From an optimization exercise on the open Yosys and OpenROAD flow, aimed at small area; shortcuts taken in it are not production practice.
At most, simulation tests tie the RTL to the original design; equivalence was not proved.
Function not checked in runs 1 and 2: the RTL went through the layout flow alone.
Power is estimated from default activity; no workload was simulated.

===== flow/config.mk =====
export PLATFORM = sky130hd
export DESIGN_NAME = pipeline_top
export DESIGN_NICKNAME = pipeline_top
export VERILOG_FILES = /design/flow/design.v
export SDC_FILE = /design/flow/constraint.sdc
export NUM_CORES = 4
export LEC_CHECK = 0
export CAP_MARGIN = 20
export CORE_MARGIN = 2
export CORE_UTILIZATION = 40
export SLEW_MARGIN = 20

===== flow/constraint.sdc =====
create_clock -name core_clock -period 5.0 [get_ports {clk}]
set_input_delay 1.0000 -clock core_clock [delete_from_list [all_inputs] [get_ports {clk}]]
set_output_delay 1.0000 -clock core_clock [all_outputs]
set_load 0.01 [all_outputs]

===== flow/standard.sh =====
#!/bin/bash
# synth_recipe.tcl (not shown) runs the flow's synth.tcl, then flattens the netlist and writes it again
# the make line also repeats each setting of config.mk as NAME=value (left out here)
make -C /OpenROAD-flow-scripts/flow DESIGN_CONFIG=/design/flow/config.mk WORK_HOME=/design/flow/orfs CLKGATE_MAP_FILE= SYNTH_SCRIPT=/design/flow/synth_recipe.tcl "${@:-finish}"

===== flow/design.v =====
`timescale 1ns / 1ps
module pipeline_top(
    input         clk,
    input         reset,
    output [8:0]  imem_addr,
    input  [31:0] imem_rdata,
    output [7:0]  dmem_addr,
    input  [63:0] dmem_rdata,
    output [63:0] dmem_wdata,
    output        dmem_we
    );
    reg [63:0] r0, r1, r2, r3;    
    reg [3:0]  valid;             
    reg [3:0]  we;                
    reg [3:0]  hold;              
    reg [8:0] pc;
    always @(posedge clk or posedge reset)
        if (reset) pc <= 9'd0;
        else       pc <= pc + 9'd1;
    assign imem_addr = pc;
    wire [3:0] f_op    = imem_rdata[31:28];
    wire [1:0] f_ra    = imem_rdata[27:26];
    wire       f_load  = (f_op == 4'b1010);
    wire       f_store = (f_op == 4'b1011);
    wire       f_wreg  = ~(f_store | (f_op == 4'b1111));
    wire       f_mem   = f_load | f_store;
    wire [1:0] f_dst   = f_load ? f_ra : imem_rdata[23:22];
    wire [3:0] valid_next = valid | we;
    reg       d_mem, d_wreg;
    reg [3:0] d_rsel;             
    reg [1:0] d_dst;
    reg [7:0] d_addr;
    always @(posedge clk or posedge reset)
        if (reset) begin
            d_mem  <= 1'b0;
            d_wreg <= 1'b0;
        end else begin
            d_mem  <= f_mem;
            d_wreg <= f_wreg;
        end
    always @(posedge clk) begin
        d_rsel[0] <= valid_next[0] & (f_ra == 2'd0);
        d_rsel[1] <= valid_next[1] & (f_ra == 2'd1);
        d_rsel[2] <= valid_next[2] & (f_ra == 2'd2);
        d_rsel[3] <= valid_next[3] & (f_ra == 2'd3);
        d_dst  <= f_dst;
        d_addr <= imem_rdata[21:14];
    end
    wire [63:0] p01 = ~(({64{~d_rsel[0]}} | r0) & ({64{~d_rsel[1]}} | r1));
    wire [63:0] p23 = ~(({64{~d_rsel[2]}} | r2) & ({64{~d_rsel[3]}} | r3));
    wire [63:0] rdata = p01 | p23;
    reg        e_mem, e_wreg;
    reg [1:0]  e_dst;
    reg [7:0]  e_addr;
    reg [63:0] e_val;
    always @(posedge clk or posedge reset)
        if (reset) begin
            e_mem  <= 1'b0;
            e_wreg <= 1'b0;
        end else begin
            e_mem  <= d_mem;
            e_wreg <= d_wreg;
        end
    always @(posedge clk) begin
        e_dst  <= d_dst;
        e_addr <= d_addr;
        e_val  <= rdata;
    end
    reg        m_mem, m_wreg;
    reg        m_load;
    reg [1:0]  m_dst;
    reg [7:0]  m_addr;
    reg [63:0] m_val;
    always @(posedge clk or posedge reset)
        if (reset) begin
            m_mem  <= 1'b0;
            m_wreg <= 1'b0;
        end else begin
            m_mem  <= e_mem;
            m_wreg <= e_wreg;
        end
    always @(posedge clk) begin
        m_load <= e_mem & e_wreg;
        m_dst  <= e_dst;
        m_addr <= e_addr;
        m_val  <= e_val;
    end
    assign dmem_we    = m_mem & ~m_wreg;
    assign dmem_addr  = m_addr;
    assign dmem_wdata = m_val;
    reg [63:0] w_nval;    
    wire [3:0] m_we;
    assign m_we[0] = m_wreg & (m_dst == 2'd0);
    assign m_we[1] = m_wreg & (m_dst == 2'd1);
    assign m_we[2] = m_wreg & (m_dst == 2'd2);
    assign m_we[3] = m_wreg & (m_dst == 2'd3);
    always @(posedge clk or posedge reset)
        if (reset) we <= 4'b0;
        else       we <= m_we;
    always @(posedge clk) begin
        hold  <= ~m_we;
        w_nval <= ~(m_load ? dmem_rdata : m_val);
    end
    always @(posedge clk or posedge reset)
        if (reset) valid <= 4'b0;
        else       valid <= valid_next;
    always @(posedge clk) begin
        r0 <= ({64{we[0]}} & w_nval) | ({64{hold[0]}} & r0);
        r1 <= ({64{we[1]}} & w_nval) | ({64{hold[1]}} & r1);
        r2 <= ({64{we[2]}} & w_nval) | ({64{hold[2]}} & r2);
        r3 <= ({64{we[3]}} & w_nval) | ({64{hold[3]}} & r3);
    end
endmodule

===== flow/flow/run.sh =====
#!/bin/bash
# Standard ORFS layout (standard.sh) in two parts: after the floorplan, every
# cell is swapped to its smallest drive strength (flow/downsize.tcl), so that
# the later repair steps size up only where needed.  Ports are buffered by the
# smallest buffer and the clock tree is built from small clock buffers.
set -euo pipefail
ARGS=(BUFFER_PORTS_ARGS="-buffer_cell sky130_fd_sc_hd__buf_1"
      CTS_ARGS="-sink_clustering_enable -repair_clock_nets -dont_use_dummy_load -buf_list sky130_fd_sc_hd__clkbuf_4 -sink_clustering_size 10 -sink_clustering_max_diameter 50" )
bash standard.sh "${ARGS[@]}" floorplan > standard_floorplan.log 2>&1
DOWNSIZE_ODB=orfs/results/$FLOW_PLATFORM/pipeline_top/base/2_floorplan.odb \
DONT_USE_CELLS="$(make -s -C $FLOW_HOME DESIGN_CONFIG=$PWD/config.mk print-DONT_USE_CELLS 2>/dev/null | sed 's/^DONT_USE_CELLS = //')" \
  openroad -no_init -exit flow/downsize.tcl > downsize.log 2>&1
bash standard.sh "${ARGS[@]}" finish > standard_finish.log 2>&1

===== flow/flow/downsize.tcl =====
# Swap every standard cell of the synthesized netlist to the smallest drive
# strength of the same cell, before placement; the flow's own repair steps
# then size up or buffer only where slew, capacitance or timing need it.
set odb $::env(DOWNSIZE_ODB)
read_db $odb
set db [ord::get_db]
set block [ord::get_db_block]
set masters {}
foreach lib [$db getLibs] {
  foreach m [$lib getMasters] {
    dict set masters [$m getName] $m
  }
}
set dont_use [split $::env(DONT_USE_CELLS)]
set n 0
foreach inst [$block getInsts] {
  set m [$inst getMaster]
  set name [$m getName]
  if {![regexp {^(sky130_fd_sc_hd__[a-z0-9]+)_([0-9]+)$} $name -> base drv]} { continue }
  if {[string match *tap* $base] || [string match *fill* $base] || [string match *decap* $base]} { continue }
  set best $m
  set best_area [expr {[$m getWidth] * [$m getHeight]}]
  dict for {cand cm} $masters {
    if {![regexp "^${base}_\[0-9\]+\$" $cand]} { continue }
    if {[lsearch -exact $dont_use $cand] >= 0} { continue }
    set a [expr {[$cm getWidth] * [$cm getHeight]}]
    if {$a < $best_area} { set best $cm; set best_area $a }
  }
  if {$best ne $m} {
    $inst swapMaster $best
    incr n
  }
}
puts "downsize: swapped $n instances"
write_db $odb

==> impl_metrics.tcl, run 1 <==
set metrics [dict create \
    grt_overflow 0 \
    seqPwrFrac_pct 66.0 \
    post_drt_wl_per_cell_um 19.1 \
    max_stage_delay_ps 430 \
    syn-cell-area_sq_um 16300 \
    crit_arrival_ps 1520 \
    fmax_ghz 0.397 \
    fillers 3753 \
    synth_area_per_cell_sq_um 13.3 \
    start_util_pct 40.7 \
    ir_worst_vdd_mv 0.225 \
    dr.pass1.iters 4 \
    place_hpwl_um 19700 \
    period_share_pct 50.4 \
    antenna_left 0 \
    fin_nets 1468 \
    num_rows 73 \
    grt_pass1_wl_um 56800 \
    grt_use_total_pct 17.2 \
    max_slew.worst_pin.slew_ps 880 \
    cts_setup_buffers 0 \
    fin_area_sq_um 16800 \
    final_util_pct 42.1 \
    crit_path_end_kind "primary output" \
    switching_share_pct 27.6 \
    skew_ps 101 \
    timing.hold.worst.class "in -> reg" \
    area_growth_pct 3.34 \
    die-area_sq_um 42400 \
    cts_root_buffer "clkbuf_4" \
    final.min_clock_period_ps 2520 \
    dieHeight_um 206 \
    crit_buf_inv 1 \
    postCtsHoldBufs 0 \
    gp_congestion 0.703 \
    cts_buffer_depth 3 \
    placed_cell_area_sq_um 16400 \
    clk_pin_slew_ps 100 \
    final_common_cell "dfxtp_1" \
    cp.required_ps 4000 \
    crit_fanout 5 \
    multi_input_area_sq_um 4180 \
    outcome "no timing/DRC/antenna violations" \
    cp-start-kind "flop" \
    fin_setup_tns_ps 0 \
    grt_pass1_vias 10039 \
    hold_violations 0 \
    core_area_sq_um 40000 \
    htreeDepth 2 \
    synthCells 1222 \
    register_area_sq_um 10300 \
    postSynthNetCount 1321 \
    insertion_delay_ps 830 \
    intPower_w 0.00624 \
    drc 0 \
    crit_path_cell_trace "nor2b_1 -> buf_1" \
    vias 9839 \
    slew_viol_final 0 \
    layout.cells.non_filler 1893 \
    path_class "reg -> out" \
    portBuffers 163 \
    drive_gt1_share_pct 6.66 \
    clock_sinks 510 \
    ys_seq_area_share_pct 63.4 \
    dr.first_iter.drc_count 572 \
    postCtsResizedCells 0 \
    cts_tree "done" \
    ys_seq_elements 510 \
    setup_viol 0 \
    relSlewSlack_pct 41.3 \
    die_w_um 206 \
    comb_power_share_pct 13.6 \
    power_leakage_nw 7.17 \
    antenna_found_initial 1 \
    numCtsBuffers 58 \
    ioPinCount 180 \
    synth_cell_types 31 \
    grt_max_degree 43 \
    ys_warn_count 1 \
    crit_slowest_cell "dfrtp_1" \
    via_per_inst 5.20 \
    numPlacedInstances 1834 \
    power_density_nw_per_um2 512 \
    drt_wl_total_um 36200 \
    crit_family "flip-flops" \
    maxCapViolCount 0 \
    grt_setup_unrepaired "no" \
    final_cell_mix "480 x dfxtp_1, 256 x a22o_1, 163 x buf_1" \
    clock_power_share_pct 20.4 \
    switchingPower_w 0.00238 \
]
synth_stat cells:
| master | instances | share of area, % |
|---|---|---|
| a22o_1 | 256 | 14 |
| a22oi_1 | 4 | 0.18 |
| a22oi_2 | 60 | 4.6 |
| and2_1 | 1 | 0.038 |
| and3_1 | 2 | 0.077 |
| and3b_1 | 2 | 0.11 |
| buf_12 | 6 | 0.74 |
| buf_2 | 69 | 2.1 |
| buf_4 | 7 | 0.32 |
| buf_6 | 7 | 0.48 |
| dfrtp_1 | 23 | 3.5 |
| dfxtp_1 | 487 | 60 |
| ha_1 | 1 | 0.077 |
| inv_1 | 135 | 3.1 |
| inv_2 | 2 | 0.046 |
| mux2_2 | 2 | 0.14 |
| mux2i_1 | 64 | 3.9 |
| nand2_1 | 3 | 0.069 |
| nand3_1 | 5 | 0.15 |
| nand3b_1 | 1 | 0.046 |
| nand4_1 | 1 | 0.038 |
| nor2_1 | 3 | 0.069 |
| nor2b_1 | 1 | 0.038 |
| nor3_2 | 2 | 0.12 |
| nor3b_1 | 1 | 0.046 |
| o221ai_1 | 5 | 0.27 |
| o221ai_2 | 59 | 5.4 |
| or2_2 | 5 | 0.19 |
| or3b_1 | 1 | 0.054 |
| xnor2_1 | 3 | 0.16 |
| xor2_1 | 4 | 0.21 |
per-stage QoR:
step | hold slack [ps] | setup WS, ps | power, W
after floorplan | 310 | 3340 | 0.00668
after global placement | 310 | 3070 | 0.00689
after detailed placement | 312 | 3080 | 0.00694
after CTS | 152 | 2360 | 0.00872
after global routing | 186 | 2340 | 0.00913
final | 257 | 2480 | 0.00862
worst paths after layout:
check                                    start   endpoint  slack [ps]  cells after the start
worst max-delay path                    m_wreg    dmem_we        2480                      2
worst min-delay path            imem_rdata[14]  d_addr[0]         260                      1
worst max register to register       d_rsel[1]  e_val[56]        3070                      3
worst min register to register       e_val[54]  m_val[54]         330                      0
max in group asynchronous                reset      we[3]        4030                      2
min in group asynchronous                reset   valid[3]         320                      2
kinds of logic (layout without fill, tap and decap cells):
| kind of cell | after synthesis | count (layout) | share of synthesized area [%] |
|---|---|---|---|
| buf+inv | 226 | 371 | 6.82 |
| compound gates | 384 | 384 | 24.3 |
| mux | 66 | 66 | 4.07 |
| other cells | 0 | 1 | 0 |
| flops | 510 | 510 | 63.4 |
| fa+ha+maj | 1 | 1 | 0.0768 |
| xor+xnor | 7 | 7 | 0.376 |
| simple gates | 28 | 28 | 1.05 |
area by class of cell:
type	instances	area share, %
Sequential cell	510	61.4
Timing Repair Buffer	176	4.21
Multi-Input combinational cell	486	24.8
Inverter	137	3.05
Antenna cell	1	0.0149
Clock buffer	58	2.59
Tap cell	525	3.90
state kept, by name (all words and copies together) (netlist names), 8 cells and up:
register  count
m_addr        8
d_addr        8
r1           64
pc            9
e_val        64
r2           64
e_addr        8
m_val        64
r3           64
w_nval       64
r0           64
metal layers:
layer	global-route usage (%)	part of all wire [%]
met1	23.6	47
met2	26.8	45
met3	3.63	5.2
met4	5.77	2.3
met5	0	0
power by group through the flow:
| stage | Sequential [W] | Combinational, W | Clock [W] |
|---|---|---|---|
| floorplan | 0.00566 | 0.00103 | 0 |
| global route | 0.00581 | 0.00131 | 0.00201 |
| finish | 0.00569 | 0.00117 | 0.00176 |
| global placement | 0.00574 | 0.00115 | 0 |
| CTS | 0.00568 | 0.00119 | 0.00185 |
| detailed placement | 0.00576 | 0.00118 | 0 |
==> run 2: changes to the inputs <==
--- a/flow/design.v
+++ b/flow/design.v
@@ -47,7 +47,6 @@
         d_addr <= imem_rdata[21:14];
     end
-    wire [63:0] p01 = ~(({64{~d_rsel[0]}} | r0) & ({64{~d_rsel[1]}} | r1));
-    wire [63:0] p23 = ~(({64{~d_rsel[2]}} | r2) & ({64{~d_rsel[3]}} | r3));
-    wire [63:0] rdata = p01 | p23;
+    wire [63:0] rdata = ({64{d_rsel[0]}} & r0) | ({64{d_rsel[1]}} & r1) |
+                        ({64{d_rsel[2]}} & r2) | ({64{d_rsel[3]}} & r3);
     reg        e_mem, e_wreg;
     reg [1:0]  e_dst;
@@ -89,5 +88,5 @@
     assign dmem_addr  = m_addr;
     assign dmem_wdata = m_val;
-    reg [63:0] w_nval;    
+    reg [63:0] w_val;
     wire [3:0] m_we;
     assign m_we[0] = m_wreg & (m_dst == 2'd0);
@@ -100,5 +99,5 @@
     always @(posedge clk) begin
         hold  <= ~m_we;
-        w_nval <= ~(m_load ? dmem_rdata : m_val);
+        w_val <= m_load ? dmem_rdata : m_val;
     end
     always @(posedge clk or posedge reset)
@@ -106,8 +105,8 @@
         else       valid <= valid_next;
     always @(posedge clk) begin
-        r0 <= ({64{we[0]}} & w_nval) | ({64{hold[0]}} & r0);
-        r1 <= ({64{we[1]}} & w_nval) | ({64{hold[1]}} & r1);
-        r2 <= ({64{we[2]}} & w_nval) | ({64{hold[2]}} & r2);
-        r3 <= ({64{we[3]}} & w_nval) | ({64{hold[3]}} & r3);
+        r0 <= ({64{we[0]}} & w_val) | ({64{hold[0]}} & r0);
+        r1 <= ({64{we[1]}} & w_val) | ({64{hold[1]}} & r1);
+        r2 <= ({64{we[2]}} & w_val) | ({64{hold[2]}} & r2);
+        r3 <= ({64{we[3]}} & w_val) | ({64{hold[3]}} & r3);
     end
 endmodule
==> impl_metrics.tcl, run 2 <==
set metrics [dict create \
    outcome "no timing/DRC/antenna violations" \
    switchingPower_w 0.00235 \
    synth_compound_area_share_pct 20.6 \
    postCtsHoldBufs 0 \
    ys_seq_area_share_pct 66.4 \
    path_class "reg -> out" \
    hold_violations 0 \
    async_flop_share_pct 4.51 \
    setup_viol 0 \
    yosys.area_share.xor_xnor_pct 0.394 \
    timing.hold.worst.class "in -> reg" \
    via_per_inst 5.35 \
    final.min_clock_period_ps 2500 \
    dieHeight_um 201 \
    power_leakage_nw 6.84 \
    synth_cell_types 26 \
    fmax_ghz 0.401 \
    synth_edf_count 0 \
    syn-cell-area_sq_um 15600 \
    power_density_nw_per_um2 519 \
    die-area_sq_um 40500 \
    insertion_delay_ps 810 \
    dr.pass1.iters 5 \
    seqPwrFrac_pct 66.9 \
    synthFlopType "dfxtp_1" \
    final_common_cell "dfxtp_1" \
    grt_setup_unrepaired "no" \
    synthAdderAreaFrac_pct 0.0804 \
    period_share_pct 49.9 \
    r2r_slack_ps 3110 \
    synth_area_per_cell_sq_um 13.4 \
    intPower_w 0.00625 \
    dr.first_iter.drc_count 608 \
    gp_congestion 0.681 \
    area_growth_pct 6.63 \
    drc 0 \
    ys_seq_elements 510 \
    post_drt_wl_per_cell_um 19.4 \
    relSlewSlack_pct 26.7 \
    postCtsResizedCells 0 \
    p_total_w 0.00860 \
    grt_overflow 0 \
    drt_wl_total_um 35200 \
    fillers 3687 \
    htreeDepth 2 \
    synthCells 1158 \
    grt_pass1_wl_um 56100 \
    skew_ps 54.1 \
    yosysMostFrequentCell "dfxtp_1" \
    final_cell_mix "478 x dfxtp_1, 256 x a22o_1, 163 x buf_1" \
    place_hpwl_um 18800 \
    ioPinCount 180 \
    postSynthNetCount 1257 \
    maxCapViolCount 0 \
    cts_root_buffer "clkbuf_4" \
    die_w_um 201 \
    vias 9745 \
    clock_power_share_pct 20.5 \
    synth_top_area_share_pct 62.7 \
    multi_input_area_sq_um 4420 \
    crit_fanout 5 \
    ir_worst_vdd_mv 0.279 \
    register_area_sq_um 10300 \
    drive_gt1_share_pct 7.30 \
    antenna_left 0 \
    synth_commonest_cells "487 x dfxtp_1, 256 x a22o_1, 128 x a22oi_1" \
    grt_max_degree 44 \
    core_area_sq_um 38600 \
    fin_setup_tns_ps 0 \
    cts_buffer_depth 3 \
    cp-start-kind "flop" \
    synth_area_leaders "dfxtp_1 63%, a22o_1 14%, a22oi_1 6.2%" \
    fin_nets 1402 \
    cts_setup_buffers 0 \
    start_util_pct 40.4 \
    crit_path_end_kind "primary output" \
    synthMuxAreaShare_pct 6.22 \
    synth-simple-area-share_pct 2.65 \
    antenna_found_initial 1 \
    portBuffers 163 \
    max_slew.worst_pin.slew_ps 1100 \
    switching_share_pct 27.4 \
    clk_pin_slew_ps 100 \
    final_util_pct 43.0 \
    crit_arrival_ps 1500 \
    num_rows 72 \
    cp.required_ps 4000 \
    synth_largest_area_cell "dfxtp_1" \
    grt_use_total_pct 17.3 \
    synth_top_family_by_area "compound AO/OA/AOI/OAI gates" \
    cts_tree "done" \
    grt_pass1_vias 9931 \
    ys_warn_count 1 \
    numCtsBuffers 58 \
    clock_sinks 510 \
    comb_power_share_pct 12.6 \
    slew_viol_final 0 \
]
-- run 2: cell count changes after synthesis, sizes merged --
cell / before / now
mux2i: 64 / 0
buf: 89 / 91
mux2: 2 / 66
nand2: 3 / 67
a22oi: 64 / 128
inv: 137 / 7
o221ai: 64 / 0
-- run 2: logic make-up after synthesis --
family                   count (synthesis)
buffers and inverters                   98
multiplexers                            66
XOR/XNOR                                 7
AND/OR/NAND/NOR                         92
AO/OA/AOI/OAI                          384
flip-flops                             510
adder cells (fa/ha/maj)                  1
-- run 2: stage by stage --
stage               hold slack [ps]  setup slack, ps  instance area [sq um]  std cells
CTS                             204             2380                  16600       1819
global route                    237             2340                  16600       1820
global placement                310             3110                  16100       1761
floorplan                       310             3340                  15600       1158
finish                          312             2500                  16600       1820
detailed placement              312             3100                  16100       1761
-- run 2: per-layer routing --
metal	global-route usage (%)	share of wire, %	up-vias
li1	-	-	4557
met1	25.1	49	4809
met2	25.6	43	321
met3	3.53	6.5	58
met4	6.22	2.1	0
met5	0	0	-
-- run 2: final timing paths --
kind	depth (start not counted)	to	start
max	2	dmem_we	m_wreg
min	1	d_addr[2]	imem_rdata[16]
max reg2reg	3	e_val[25]	d_rsel[1]
min reg2reg	0	e_addr[7]	d_addr[7]
max in group asynchronous	2	we[1]	reset
min in group asynchronous	2	valid[3]	reset
-- run 2: critical path, stage by stage, from the launching register on --
cell     delay, ps
dfrtp_1        430
nor2b_1        120
buf_1          190
-- run 2: cell type report --
class,count,share of cell area [%]
Tap cell,518,3.91
Multi-Input combinational cell,550,26.6
Antenna cell,1,0.0151
Sequential cell,510,62.4
Inverter,7,0.158
Clock buffer,58,2.62
Timing Repair Buffer,176,4.28
-- run 2: power groups by stage --
stage | logic, W | registers, W | clock network (W)
finish | 0.00108 | 0.00576 | 0.00176
global route | 0.00120 | 0.00588 | 0.00202
CTS | 0.00110 | 0.00575 | 0.00185
detailed placement | 0.00109 | 0.00583 | 0
global placement | 0.00107 | 0.00580 | 0
floorplan | 0.000915 | 0.00565 | 0
==> run 3: changes to the inputs <==
==> flow/design.v (replaced) <==
`timescale 1ns / 1ps
module pipeline_top(
    input         clk,
    input         reset,
    output [8:0]  imem_addr,
    input  [31:0] imem_rdata,
    output [7:0]  dmem_addr,
    input  [63:0] dmem_rdata,
    output [63:0] dmem_wdata,
    output        dmem_we
    );
    reg [8:0] pc;
    always @(posedge clk or posedge reset)
        if (reset) pc <= 9'd0;
        else       pc <= pc + 9'd1;
    assign imem_addr = pc;
    wire [3:0] f_op    = imem_rdata[31:28];
    wire       f_load  = (f_op == 4'b1010);
    wire       f_store = (f_op == 4'b1011);
    wire       f_wreg  = ~(f_store | (f_op == 4'b1111));
    wire       f_mem   = f_load | f_store;
    wire [1:0] f_dst   = f_load ? imem_rdata[27:26] : imem_rdata[23:22];
    reg       d_mem, d_wreg;
    reg [1:0] d_ra, d_dst;
    reg [7:0] d_addr;
    always @(posedge clk or posedge reset)
        if (reset) begin
            d_mem  <= 1'b0;
            d_wreg <= 1'b0;
        end else begin
            d_mem  <= f_mem;
            d_wreg <= f_wreg;
        end
    always @(posedge clk) begin
        d_ra   <= imem_rdata[27:26];
        d_dst  <= f_dst;
        d_addr <= imem_rdata[21:14];
    end
    reg [63:0] r0, r1, r2, r3;
    reg [3:0]  valid;
    wire [3:0] rsel;
    assign rsel[0] = valid[0] & (d_ra == 2'd0);
    assign rsel[1] = valid[1] & (d_ra == 2'd1);
    assign rsel[2] = valid[2] & (d_ra == 2'd2);
    assign rsel[3] = valid[3] & (d_ra == 2'd3);
    wire [63:0] p01 = ~(({64{~rsel[0]}} | r0) & ({64{~rsel[1]}} | r1));
    wire [63:0] p23 = ~(({64{~rsel[2]}} | r2) & ({64{~rsel[3]}} | r3));
    wire [63:0] rdata = p01 | p23;
    reg        e_mem, e_wreg;
    reg [1:0]  e_dst;
    reg [7:0]  e_addr;
    reg [63:0] e_val;
    always @(posedge clk or posedge reset)
        if (reset) begin
            e_mem  <= 1'b0;
            e_wreg <= 1'b0;
        end else begin
            e_mem  <= d_mem;
            e_wreg <= d_wreg;
        end
    always @(posedge clk) begin
        e_dst  <= d_dst;
        e_addr <= d_addr;
        e_val  <= rdata;
    end
    reg        m_mem, m_wreg;
    reg [1:0]  m_dst;
    reg [7:0]  m_addr;
    reg [63:0] m_val;
    always @(posedge clk or posedge reset)
        if (reset) begin
            m_mem  <= 1'b0;
            m_wreg <= 1'b0;
        end else begin
            m_mem  <= e_mem;
            m_wreg <= e_wreg;
        end
    always @(posedge clk) begin
        m_dst  <= e_dst;
        m_addr <= e_addr;
        m_val  <= e_val;
    end
    wire   m_load     = m_mem & m_wreg;
    assign dmem_we    = m_mem & ~m_wreg;
    assign dmem_addr  = m_addr;
    assign dmem_wdata = m_val;
    reg        w_wreg;
    reg [1:0]  w_dst;
    reg [63:0] w_nval;    
    always @(posedge clk or posedge reset)
        if (reset) w_wreg <= 1'b0;
        else       w_wreg <= m_wreg;
    always @(posedge clk) begin
        w_dst <= m_dst;
        w_nval <= ~(m_load ? dmem_rdata : m_val);
    end
    wire [3:0] we;
    assign we[0] = w_wreg & (w_dst == 2'd0);
    assign we[1] = w_wreg & (w_dst == 2'd1);
    assign we[2] = w_wreg & (w_dst == 2'd2);
    assign we[3] = w_wreg & (w_dst == 2'd3);
    always @(posedge clk or posedge reset)
        if (reset) valid <= 4'b0;
        else       valid <= valid | we;
    always @(posedge clk) begin
        if (we[0]) r0 <= w_nval;
        if (we[1]) r1 <= w_nval;
        if (we[2]) r2 <= w_nval;
        if (we[3]) r3 <= w_nval;
    end
endmodule
==> impl_metrics.tcl, run 3 <==
set metrics [dict create \
    outcome "no timing/DRC/antenna violations" \
    final_common_cell "edfxtp_1" \
    numPlacedInstances 1485 \
    portBuffers 163 \
    final_cell_mix "256 x edfxtp_1, 225 x dfxtp_1, 163 x buf_1" \
    max_slew.worst_pin.slew_ps 1040 \
    placed_cell_area_sq_um 16300 \
    drc 0 \
    grt_use_total_pct 14.6 \
    crit_family "flip-flops" \
    grt_pass1_vias 7603 \
    synth_cell_types 27 \
    synth_commonest_cells "256 x edfxtp_1, 226 x dfxtp_1, 128 x o22ai_1" \
    yosysMostFrequentCell "edfxtp_1" \
    numCtsBuffers 56 \
    core_area_sq_um 37400 \
    power_density_nw_per_um2 416 \
    clock_sinks 502 \
    cp-start-kind "flop" \
    grt_overflow 0 \
    synth_area_leaders "edfxtp_1 51%, dfxtp_1 30%, o22ai_1 5.3%" \
    fmax_ghz 0.404 \
    final_util_pct 44.7 \
    grt_setup_unrepaired "no" \
    synth_area_per_cell_sq_um 18.0 \
    drive_gt1_share_pct 8.06 \
    die-area_sq_um 39400 \
    postCtsResizedCells 0 \
    path_class "reg -> out" \
    fin_nets 1131 \
    grtUsageMet2_pct 24.1 \
    ys_seq_area_share_pct 84.1 \
    ys_warn_count 1 \
    syn-cell-area_sq_um 15100 \
    ys_seq_elements 502 \
    insertion_delay_ps 790 \
    crit_path_cell_trace "nor2b_1 -> buf_1" \
    place_hpwl_um 14400 \
    skew_ps 56.1 \
    crit_path_end_kind "primary output" \
    synth_edf_count 256 \
    dr.first_iter.drc_count 315 \
    grt_pass1_wl_um 43100 \
    relSlewSlack_pct 30.7 \
    synth_largest_area_cell "edfxtp_1" \
    start_util_pct 40.4 \
    place_ws_ps 2760 \
    dieHeight_um 198 \
    fin_area_sq_um 16700 \
    die_w_um 198 \
    gp_congestion 0.724 \
    grt_util_met3_pct 3.00 \
    crit_fanout 3 \
    vias 7484 \
    grt_max_degree 66 \
    timing.hold.worst.class "in -> reg" \
    synthCells 839 \
    met1_usage_pct 19.0 \
    postSynthNetCount 938 \
    grt.busiest_layer "met2" \
    num_rows 71 \
    slew_viol_final 0 \
    htreeDepth 2 \
    clk_pin_slew_ps 100 \
    max_stage_delay_ps 430 \
    cts_buffer_depth 3 \
    via_per_inst 4.85 \
    ir_worst_vdd_mv 0.220 \
    post_drt_wl_per_cell_um 18.5 \
    fin_setup_tns_ps 0 \
    crit_slowest_cell "dfrtp_1" \
    synth_top_area_share_pct 50.8 \
    cts_setup_buffers 0 \
    cts_tree "done" \
    layout_setup_ws_ps 2520 \
    dr.pass1.iters 4 \
    antenna_left 0 \
    maxCapViolCount 0 \
    antenna_found_initial 1 \
    setup_viol 0 \
    synthFlopType "edfxtp_1" \
    layout.cells.non_filler 1543 \
    async_flop_share_pct 3.98 \
    crit_buf_inv 1 \
    crit_arrival_ps 1480 \
    cts_root_buffer "clkbuf_4" \
    area_growth_pct 10.5 \
    drt_wl_total_um 28500 \
    period_share_pct 49.5 \
    ioPinCount 180 \
    power_leakage_nw 6.39 \
    cp.required_ps 4000 \
    hold_violations 0 \
    final.min_clock_period_ps 2480 \
    postCtsHoldBufs 0 \
]
==> run 3: per-stage QoR <==
| step | total power, W | hold WS (ps) |
|---|---|---|
| after floorplan | 0.00517 | 310 |
| after global placement | 0.00536 | 311 |
| after detailed placement | 0.00538 | 312 |
| after CTS | 0.00706 | 179 |
| after global routing | 0.00728 | 202 |
| final | 0.00695 | 295 |
==> run 3: path summary, 6_finish.rpt <==
kind                                start   endpoint  slack [ps]  depth (start not counted)
max in group asynchronous           reset      pc[8]        4170                          2
min in group asynchronous           reset   valid[3]         330                          2
min reg2reg                     e_val[41]  m_val[41]         320                          0
max                                m_wreg    dmem_we        2520                          2
max reg2reg                       d_ra[1]  e_val[59]        2810                          5
min                        imem_rdata[21]  d_addr[7]         300                          1
==> run 3: final cells by class <==
class	instances	area, sq um
inverter	3	11.3
tap	511	639
multi-input combinational	294	2200
clock buffer	56	420
antenna	2	5.00
sequential	502	12700
timing repair buffer	175	714
fill	3340	20700
==> run 3: per-layer routing <==
| metal | part of all wire (%) | vias to the layer above |
|---|---|---|
| li1 | - | 3566 |
| met1 | 46 | 3714 |
| met2 | 48 | 152 |
| met3 | 4.0 | 52 |
| met4 | 2.2 | 0 |
| met5 | 0 | - |
==> run 3: worst register-to-register path: stages (launching register included) <==
cell,delay [ps]
dfxtp_2,330
buf_4,720
nand3b_1,230
buf_4,410
o22ai_1,190
a21o_1,170
==> run 3: cell families after synthesis <==
| logic type | Yosys count | synth area share, % |
|---|---|---|
| flops | 502 | 84.1 |
| compound gates | 192 | 8.47 |
| mux | 66 | 4.39 |
| buf+inv | 43 | 1.56 |
| simple gates | 28 | 1.01 |
| xor+xnor | 7 | 0.406 |
| fa+ha+maj | 1 | 0.0827 |
==> run 3: power breakdown <==
part	switching (W)	total (W)	internal (W)
logic	0.000255	0.000403	0.000148
clock network	0.00116	0.00168	0.000513
registers	0.000149	0.00487	0.00472
total	0.00157	0.00695	0.00538

separate check: timing with driven ports:
Ports are ideal in the flow. The routed layouts listed here were re-timed in OpenROAD. Step 1 (the two cells are an assumption about what drives the block):
set clk [get_ports {clk}]
set_driving_cell -lib_cell sky130_fd_sc_hd__clkbuf_16 $clk
set_driving_cell -lib_cell sky130_fd_sc_hd__buf_2 [delete_from_list [all_inputs] $clk]
Step 2 times the ports against the registers' clock, not the clock port: input delays grow and output delays shrink by t, the midpoint of the rising clock arrivals with the driver on. Three values: no drivers, after step 1, after step 2; two values: the first two.
| run | t (ns) | setup slack, ns | hold slack, ns | worst slew at a driven data input, ns | cell pins on the clock port's net |
|---|---|---|---|---|---|
| run 1 | 0.826 | 2.481 / 2.433 / 3.059 | 0.257 / 0.235 / 0.331 | 0.05 | 1 |
| run 2 | 0.815 | 2.504 / 2.456 / 3.095 | 0.312 / 0.285 / 0.325 | 0.04 | 1 |
| run 3 | 0.797 | 2.523 / 2.478 / 2.806 | 0.295 / 0.274 / 0.323 | 0.05 | 1 |
After both steps every run listed still meets setup and hold.
